This design comes from an exercise in tuning for small area and a short achievable clock period on the open sky130 flow, not from production work. At most, simulation tests tie the RTL to the original design; equivalence was not proved. Power is estimated from default activity; no workload was simulated.

## old
Design ALU_TOP, start of the top module:
module ALU_TOP #(parameter inWidth = 8,
                 parameter outWidth = 16)
(
    input wire [inWidth-1 : 0] A,B,
    input wire [3:0] ALU_FUN,
    input CLK, RST,
    output reg Arith_Enable,Logic_Enable,CMP_Enable,Shift_Enable,
    output wire [outWidth-1:0] Arith_OUT,
    output reg Carry_OUT,Arith_Flag,
    output wire [outWidth-1:0] Logic_OUT,
    output reg Logic_Flag,
    output wire [4-1:0] CMP_OUT,
    output reg CMP_Flag,
    output wire [outWidth-1:0] SHIFT_OUT,
    output reg SHIFT_Flag
);
For scale: about 1000 cells after synthesis, ~45 flip-flops.
export LEC_CHECK = 0
export ABC_AREA = 1
export CAP_MARGIN = 20
export CORE_AREA = 10 10 170 170
export CTS_BUF_LIST = sky130_fd_sc_hd__clkbuf_8
export CTS_CLUSTER_DIAMETER = 250
export CTS_CLUSTER_SIZE = 25
export DIE_AREA = 0 0 180 180
export SLEW_MARGIN = 20
create_clock -name core_clock -period 32.0 [get_ports {CLK}]
standard.sh (not shown) runs the stock make flow with config.mk's settings and CLKGATE_MAP_FILE= SYNTH_SCRIPT=/design/flow/synth_recipe.tcl, a recipe that flattens the netlist after the stock synthesis.
==> flow/flow/run.sh <==
#!/bin/bash
set -euo pipefail
here=$(cd "$(dirname "$0")" && pwd)
bash standard.sh ADDER_MAP_FILE= "SYNTH_SCRIPT=$here/synth.tcl" \
  "BUFFER_PORTS_ARGS=-buffer_cell sky130_fd_sc_hd__buf_1" finish > flow_make.log 2>&1
==> flow/flow/abc.script <==
strash
&get -n
&deepsyn -T 20
&put
dch
map -B 0.9
topo
stime -c
buffer -c
upsize -c
dnsize -c
==> flow/flow/synth.tcl <==
proc synth {args} { yosys synth -nofsm -noshare {*}$args }
set ::flow_abc_script [file join [file dirname [file normalize [info script]]] abc.script]
proc abc {args} {
  set i [lsearch -exact $args -script]
  if {$i >= 0} {
    lset args [expr {$i + 1}] $::flow_abc_script
  }
  yosys abc {*}$args
}
source $::env(SCRIPTS_DIR)/synth.tcl
# left out here: clear keep_hierarchy, flatten, clean up, hide names made inside functions, write 1_2_yosys.v
old has completed all stages; timing, DRC and antenna checks passed.
For new, these inputs were changed with respect to old:
Settings: CTS_BUF_LIST: sky130_fd_sc_hd__clkbuf_8 -> sky130_fd_sc_hd__clkbuf_2 sky130_fd_sc_hd__clkbuf_4 sky130_fd_sc_hd__clkbuf_8; CTS_CLUSTER_DIAMETER: 250 -> unset; CTS_CLUSTER_SIZE: 25 -> unset.
diff --git a/flow/flow/synth.tcl b/flow/flow/synth.tcl
--- a/flow/flow/synth.tcl
+++ b/flow/flow/synth.tcl
@@ -2 +1,0 @@
-set ::flow_abc_script [file join [file dirname [file normalize [info script]]] abc.script]
@@ -6 +5 @@
-    lset args [expr {$i + 1}] $::flow_abc_script
+    lset args [expr {$i + 1}] [file join [file dirname [info script]] abc.script]
[summary]
- new did not run to completion, as it errored out during synthesis.

========
## main
ALU_TOP, a different RTL version from the one above (not shown whole).
Size in the first run: roughly 1000 cells after synthesis, roughly 45 flip-flops, ~6200 µm² of cells after synthesis.
Settings: LEC_CHECK=0, ABC_AREA=1, CAP_MARGIN=20, CORE_AREA=10 10 170 170, CTS_BUF_LIST=sky130_fd_sc_hd__clkbuf_2 sky130_fd_sc_hd__clkbuf_4 sky130_fd_sc_hd__clkbuf_8, DIE_AREA=0 0 180 180, SLEW_MARGIN=20; clock period 32.0 ns.
==> flow/flow/synth.tcl <==
proc synth {args} { yosys synth -nofsm -noshare {*}$args }
set ::flow_abc_script [file join [file dirname [file normalize [info script]]] abc.script]
proc abc {args} {
  set i [lsearch -exact $args -script]
  if {$i >= 0} {
    lset args [expr {$i + 1}] $::flow_abc_script
  }
  yosys abc {*}$args
}
source $::env(SCRIPTS_DIR)/synth.tcl
# left out here: clear keep_hierarchy, flatten, clean up, hide names made inside functions, write 1_2_yosys.v
Scripts as last shown in full above: flow/flow/run.sh, flow/flow/abc.script
#### Input delta (the feature branch over main)
==> flow/flow/run.sh <==
#!/bin/bash
# The standard layout (standard.sh) with two changes:
#  - synthesis leaves adders to ABC instead of mapping them to the library's
#    full/half-adder cells (ADDER_MAP_FILE empty); registers are unchanged;
#  - the port buffers are the smallest buffer cell instead of a delay cell.
# Each tool's full output is in flow_make.log and orfs/logs/.
set -euo pipefail
bash standard.sh ADDER_MAP_FILE= "BUFFER_PORTS_ARGS=-buffer_cell sky130_fd_sc_hd__buf_1" finish > flow_make.log 2>&1
removed: flow/flow/abc.script
removed: flow/flow/synth.tcl
Notes after the runs:
Per the comparison of the feature branch with main, power after layout moved up; post-route standard cell area excluding fillers increased by about 2.8% relative to the old numbers; sequential element share of the synthesized area went down by 0.51 points.
Compared with main, the feature branch shows least setup slack across all paths after layout lower by 0.65 ns.
From main to the feature branch the numbers moved as follows: slew at the pin closest to its max-slew limit went up, power per cell area shrank by 1.2%, post-synthesis cell count went up.
The feature branch vs main, total detailed-routing wirelength went up by 0.39%.
Weighted congestion at the end of routability-driven global placement, main and the feature branch: larger value in main
No run of this note included a check of the RTL's function; only the layout flow was run.

========
== v49 ==
RTL: one of the versions met above, not the one the previous note started from.
Size in the first run: about 1,000 cells after synthesis, ~45 flip-flops, about 0.0060 mm² of cells after synthesis.
clock: 32.0 ns
lec_check: 0
abc_area: 1
cap_margin: 20
core_area: 10 10 170 170
cts_buf_list: sky130_fd_sc_hd__clkbuf_2 sky130_fd_sc_hd__clkbuf_4 sky130_fd_sc_hd__clkbuf_8
die_area: 0 0 180 180
slew_margin: 20
==> flow/flow/run.sh <==
#!/bin/bash
set -euo pipefail
here=$(cd "$(dirname "$0")" && pwd)
bash standard.sh ADDER_MAP_FILE= "SYNTH_SCRIPT=$here/synth.tcl" \
  "PRE_GLOBAL_PLACE_TCL=$here/ports.tcl" finish > flow_make.log 2>&1
==> flow/flow/abc.script <==
strash
&get -n
&deepsyn -T 20
&put
dch
map -B 0.9
topo
stime -c
buffer -c
upsize -c
dnsize -c
==> flow/flow/ports.tcl <==
# PRE_GLOBAL_PLACE hook: buffer every port as the standard flow does, but
# choose the cells: buf_4 on the inputs (they fan out widely), buf_1 on the
# outputs (each drives just its port). The standard buffer_ports call is
# then skipped.
if { $::env(GPL_TIMING_DRIVEN) } {
  remove_buffers
}
buffer_ports -inputs -buffer_cell sky130_fd_sc_hd__buf_4
buffer_ports -outputs -buffer_cell sky130_fd_sc_hd__buf_1
set ::env(DONT_BUFFER_PORTS) 1
==> flow/flow/synth.tcl <==
proc synth {args} { yosys synth -nofsm -noshare {*}$args }
set ::flow_abc_script [file join [file dirname [file normalize [info script]]] abc.script]
proc abc {args} {
  set i [lsearch -exact $args -script]
  if {$i >= 0} {
    lset args [expr {$i + 1}] $::flow_abc_script
  }
  yosys abc {*}$args
}
source $::env(SCRIPTS_DIR)/synth.tcl
# left out here: clear keep_hierarchy, flatten, clean up, hide names made inside functions, write 1_2_yosys.v
What v24 does differently from v49 at the input level:
- a deleted DIE_AREA that had been 0 0 180 180
- an added CORE_UTILIZATION of 70
- a deleted CORE_AREA that had been 10 10 170 170
- an added PLACE_DENSITY of 0.9
- an added CORE_MARGIN of 2
==> flow/flow/run.sh <==
#!/bin/bash
set -euo pipefail
here=$(cd "$(dirname "$0")" && pwd)
bash standard.sh ADDER_MAP_FILE= "SYNTH_SCRIPT=$here/synth.tcl" \
  "BUFFER_PORTS_ARGS=-buffer_cell sky130_fd_sc_hd__buf_1" finish > flow_make.log 2>&1
removed: flow/flow/ports.tcl
### Flow results
v24 falls short of v49 in fmax.
v24 ended with more leakage component of the power than v49.
In the flow results for v49 and v24, the fraction of the cycle the final worst path needs is smaller on v49.
Going from v49 to v24, arrival time reported for the critical path endpoint grows by 0.46 ns.
v24 against v49: fraction of power spent switching nets increased 2.9 points, design area increased 36 µm², post-placement cell count decreased 143, post-route core utilization increased 51 points, measured slew at the worst slew-check pin increased 0.15 ns.
Summary of v24 over v49: number of stages on the worst setup path climbed 2, global-route wire length before repair dropped 3800 µm.
Edits applied to the flow inputs when going from v24 to v35:
- CORE_MARGIN no longer set, was 2
- PLACE_DENSITY no longer set, was 0.9
- DIE_AREA now 0 0 180 180, previously not set
- CORE_AREA now 10 10 170 170, previously not set
- CORE_UTILIZATION no longer set, was 70
-- flow/flow/abc.script --
<<< v24, line 8
stime -c
buffer -c
upsize -c
>>> v35, line 8
stime -c
upsize -c
==> comparison <==
Diff v24 -> v35: number of iterations in the first detailed-routing pass has decreased; routed wire length now larger.
Between v35 and v24, the met1 wire length is higher for v35.

========
Setup of v6:
ALU_TOP, a different RTL version from the one above (not shown whole).
Size: roughly 45 flip-flops, roughly 83 I/O pins, roughly 0.0069 mm2 of cells after synthesis.
Settings: LEC_CHECK=0, ABC_AREA=1, CAP_MARGIN=20, CORE_AREA=10 10 170 170, CTS_BUF_LIST=sky130_fd_sc_hd__clkbuf_2 sky130_fd_sc_hd__clkbuf_4 sky130_fd_sc_hd__clkbuf_8, DIE_AREA=0 0 180 180, SLEW_MARGIN=20; clock period 32.0 ns.
==> flow/flow/run.sh <==
#!/bin/bash
# The standard layout (standard.sh, unchanged synthesis), with the port
# buffers made of the smallest buffer cell instead of a delay cell.
set -euo pipefail
bash standard.sh "BUFFER_PORTS_ARGS=-buffer_cell sky130_fd_sc_hd__buf_1" finish > flow_make.log 2>&1
Input changes introduced in v7 (baseline for comparison: v6):
==> flow/flow/run.sh <==
#!/bin/bash
set -euo pipefail
bash standard.sh "BUFFER_PORTS_ARGS=-buffer_cell sky130_fd_sc_hd__buf_1" SETUP_SLACK_MARGIN=19.6 SETUP_MOVE_SEQUENCE=sizeup,swap finish > flow_make.log 2>&1
Findings:
Summary of v7 over v6: maximum clock frequency rose by 4.1%; clock period minus worst slack fell by 500 ps; global-route track usage on met3 stayed essentially flat.
Per the comparison of v7 with v6, layout-stage area growth over the synthesis result grew by 4.5 points, reported net switching power grew by 2.2%.
No functional check of the RTL was part of any run of this note.

========
ALU_TOP with an RTL version that a note above also has.
Size in the first run: roughly 1000 cells after synthesis, roughly 45 flip-flops, roughly 83 I/O pins, roughly 6100 um^2 of cells after synthesis.
clock: 32.0 ns
lec_check: 0
abc_area: 1
cap_margin: 20
core_area: 10 10 170 170
cts_buf_list: sky130_fd_sc_hd__clkbuf_2 sky130_fd_sc_hd__clkbuf_4 sky130_fd_sc_hd__clkbuf_8
die_area: 0 0 180 180
slew_margin: 20
==> flow/flow/run.sh <==
#!/bin/bash
set -euo pipefail
here=$(cd "$(dirname "$0")" && pwd)
bash standard.sh ADDER_MAP_FILE= "SYNTH_SCRIPT=$here/synth.tcl" \
  "BUFFER_PORTS_ARGS=-buffer_cell sky130_fd_sc_hd__buf_1" ABC_LOAD_IN_FF=12 finish > flow_make.log 2>&1
==> flow/flow/abc.script <==
strash
&get -n
&deepsyn -T 20
&put
dch
map -B 0.9
topo
stime -c
buffer -c
upsize -c
dnsize -c
Scripts as last shown in full above: flow/flow/synth.tcl
The baseline finished clean.
Rerun with:
==> flow/flow/run.sh (replaced) <==
#!/bin/bash
set -euo pipefail
here=$(cd "$(dirname "$0")" && pwd)
bash standard.sh ADDER_MAP_FILE= "SYNTH_SCRIPT=$here/synth.tcl" \
  "PRE_GLOBAL_PLACE_TCL=$here/ports.tcl" "POST_GLOBAL_PLACE_TCL=$here/ports_post.tcl" SETUP_SLACK_MARGIN=22.4 SETUP_MOVE_SEQUENCE=sizeup,swap finish > flow_make.log 2>&1
==> flow/flow/ports.tcl (new file) <==
# PRE_GLOBAL_PLACE hook: buffer every port as the standard flow does, but
# choose the cells: buf_4 on the inputs (they fan out widely), buf_1 on the
# outputs (each drives just its port). The standard buffer_ports call is
# then skipped. The standard script's remove_buffers (timing-driven mode)
# runs here first, and the new port buffers are kept out of its reach with
# dont_touch until global placement is done (flow/ports_post.tcl).
if { $::env(GPL_TIMING_DRIVEN) } {
  remove_buffers
}
set flow_insts_before [dict create]
foreach inst [[ord::get_db_block] getInsts] { dict set flow_insts_before [$inst getName] 1 }
buffer_ports -inputs -buffer_cell sky130_fd_sc_hd__buf_4
buffer_ports -outputs -buffer_cell sky130_fd_sc_hd__buf_1
set ::flow_port_buffers {}
foreach inst [[ord::get_db_block] getInsts] {
  if { ![dict exists $flow_insts_before [$inst getName]] } {
    lappend ::flow_port_buffers [$inst getName]
  }
}
puts "flow: [llength $::flow_port_buffers] port buffers"
set_dont_touch [get_cells $::flow_port_buffers]
set ::env(DONT_BUFFER_PORTS) 1
==> flow/flow/ports_post.tcl (new file) <==
# POST_GLOBAL_PLACE hook: release the port buffers (see flow/ports.tcl)
if { [info exists ::flow_port_buffers] } {
  unset_dont_touch [get_cells $::flow_port_buffers]
}
Effect:
- synthesized cell count does not change
- final cell count drops by 0.87%
- global-route usage stays flat
- core utilization climbs by 2.4 points
Rerun with:
==> flow/flow/run.sh (replaced) <==
#!/bin/bash
set -euo pipefail
here=$(cd "$(dirname "$0")" && pwd)
bash standard.sh ADDER_MAP_FILE= "SYNTH_SCRIPT=$here/synth.tcl" \
  "BUFFER_PORTS_ARGS=-buffer_cell sky130_fd_sc_hd__buf_1" finish > flow_make.log 2>&1
Settings changed: CORE_AREA 10 10 170 170 to unset, CORE_MARGIN set to 2, CORE_UTILIZATION set to 50, DIE_AREA 0 0 180 180 to unset, PLACE_DENSITY set to 0.75.
removed: flow/flow/ports.tcl
removed: flow/flow/ports_post.tcl
After rerunning: Setup slack degrades by 0.46 ns. Die area drops by about 60%. Fmax drops by about 4.6%. Synthesized cell count is unchanged. Combinational power drops by about 12%. Critical path depth climbs by 4. Core utilization climbs by 26 points. Power drops by 4.3%.
Rerun with:
==> flow/flow/run.sh (replaced) <==
#!/bin/bash
# The standard layout (standard.sh) with two changes:
#  - synthesis leaves adders to ABC instead of mapping them to the library's
#    full/half-adder cells (ADDER_MAP_FILE empty); registers are unchanged;
#  - the port buffers are the smallest buffer cell instead of a delay cell.
# Each tool's full output is in flow_make.log and orfs/logs/.
set -euo pipefail
bash standard.sh ADDER_MAP_FILE= "BUFFER_PORTS_ARGS=-buffer_cell sky130_fd_sc_hd__buf_1" finish > flow_make.log 2>&1
Settings changed: CORE_AREA set to 10 10 170 170, CORE_MARGIN 2 to unset, CORE_UTILIZATION 50 to unset, DIE_AREA set to 0 0 180 180, PLACE_DENSITY 0.75 to unset.
removed: flow/flow/abc.script
removed: flow/flow/synth.tcl
Result: Die area went up to 2.5 times its value; final cell count went up by a quarter to a third; clock power went down by a quarter to a third; setup slack degrades by 0.22 ns; clock skew went up by 0.0043 ns.
Rerun with:
==> flow/flow/run.sh (replaced) <==
#!/bin/bash
set -euo pipefail
here=$(cd "$(dirname "$0")" && pwd)
bash standard.sh ADDER_MAP_FILE= "SYNTH_SCRIPT=$here/synth.tcl" \
  "PRE_GLOBAL_PLACE_TCL=$here/ports.tcl" "POST_GLOBAL_PLACE_TCL=$here/ports_post.tcl" finish > flow_make.log 2>&1
==> flow/flow/abc.script (new file) <==
strash
&get -n
&deepsyn -T 20
&put
dch
map -B 0.9
topo
stime -c
buffer -c
upsize -c
dnsize -c
==> flow/flow/ports.tcl (new file) <==
# PRE_GLOBAL_PLACE hook: buffer every port as the standard flow does, but
# choose the cells: buf_4 on the inputs (they fan out widely), buf_1 on the
# outputs (each drives just its port). The standard buffer_ports call is
# then skipped. The standard script's remove_buffers (timing-driven mode)
# runs here first, and the new port buffers are kept out of its reach with
# dont_touch until global placement is done (flow/ports_post.tcl).
if { $::env(GPL_TIMING_DRIVEN) } {
  remove_buffers
}
set flow_insts_before [dict create]
foreach inst [[ord::get_db_block] getInsts] { dict set flow_insts_before [$inst getName] 1 }
buffer_ports -inputs -buffer_cell sky130_fd_sc_hd__buf_4
buffer_ports -outputs -buffer_cell sky130_fd_sc_hd__buf_1
set ::flow_port_buffers {}
foreach inst [[ord::get_db_block] getInsts] {
  if { ![dict exists $flow_insts_before [$inst getName]] } {
    lappend ::flow_port_buffers [$inst getName]
  }
}
puts "flow: [llength $::flow_port_buffers] port buffers"
set_dont_touch [get_cells $::flow_port_buffers]
set ::env(DONT_BUFFER_PORTS) 1
==> flow/flow/ports_post.tcl (new file) <==
# POST_GLOBAL_PLACE hook: release the port buffers (see flow/ports.tcl)
if { [info exists ::flow_port_buffers] } {
  unset_dont_touch [get_cells $::flow_port_buffers]
}
==> flow/flow/synth.tcl (new file) <==
proc synth {args} { yosys synth -nofsm -noshare {*}$args }
set ::flow_abc_script [file join [file dirname [file normalize [info script]]] abc.script]
proc abc {args} {
  set i [lsearch -exact $args -script]
  if {$i >= 0} {
    lset args [expr {$i + 1}] $::flow_abc_script
  }
  yosys abc {*}$args
}
source $::env(SCRIPTS_DIR)/synth.tcl
# left out here: clear keep_hierarchy, flatten, clean up, hide names made inside functions, write 1_2_yosys.v
Result:
- final area shrinks by 6.8%
- clock power came out higher by 19%
- routed wire length drops by 1.4%
- total power went up by 6.9%
- via count shrinks by 6.8%
- critical path depth is lower by 7

[static timing again, ports no longer ideal]
No port has a modelled driver above. Below, the same layouts with a new extraction and two added sets of constraints.
Step 1 (the two cells are an assumption about what drives the block):
set clk [get_ports {CLK}]
set_driving_cell -lib_cell sky130_fd_sc_hd__clkbuf_16 $clk
set_driving_cell -lib_cell sky130_fd_sc_hd__buf_2 [delete_from_list [all_inputs] $clk]
Step 2 moves the port delays by t, midway between the first and last clock arrival at a register: inputs arrive t later, outputs are due t later. That takes back most of the time a late clock gives input paths.
a / b / c = no drivers / after step 1 / after step 2; a / b = the first two.
| run | t, ns | setup WS [ns] | cell pins on the clock port's net |
|---|---|---|---|
| old | 0.339 | 21.952 / 21.949 / 21.610 | 1 |
| main | 0.333 | 21.964 / 21.942 / 21.609 | 1 |
| the feature branch | 0.332 | 21.314 / 21.306 / 20.975 | 1 |
| v49 | 0.336 | 22.182 / 21.680 / 21.344 | 1 |
| v24 | 0.333 | 21.722 / 21.723 / 21.390 | 1 |
| v35 | 0.336 | 21.787 / 21.792 / 21.457 | 1 |
| v6 | 0.357 | 19.368 / 19.381 / 19.024 | 1 |
| v7 | 0.357 | 19.863 / 19.843 / 19.486 | 1 |
| the first run of note 5 | 0.327 | 21.838 / 21.807 / 21.480 | 1 |
| the second run of note 5 | 0.331 | 22.380 / 22.312 / 21.981 | 1 |
| the third run of note 5 | 0.342 | 21.920 / 21.928 / 21.586 | 1 |
| the fourth run of note 5 | 0.340 | 21.702 / 21.703 / 21.363 | 1 |
| the fifth run of note 5 | 0.332 | 21.853 / 21.850 / 21.518 | 1 |
After both steps setup and hold are still met in every run listed. For v49, which loses most, drivers alone change the setup slack by -0.502 ns; drivers and shift together by -0.838 ns.
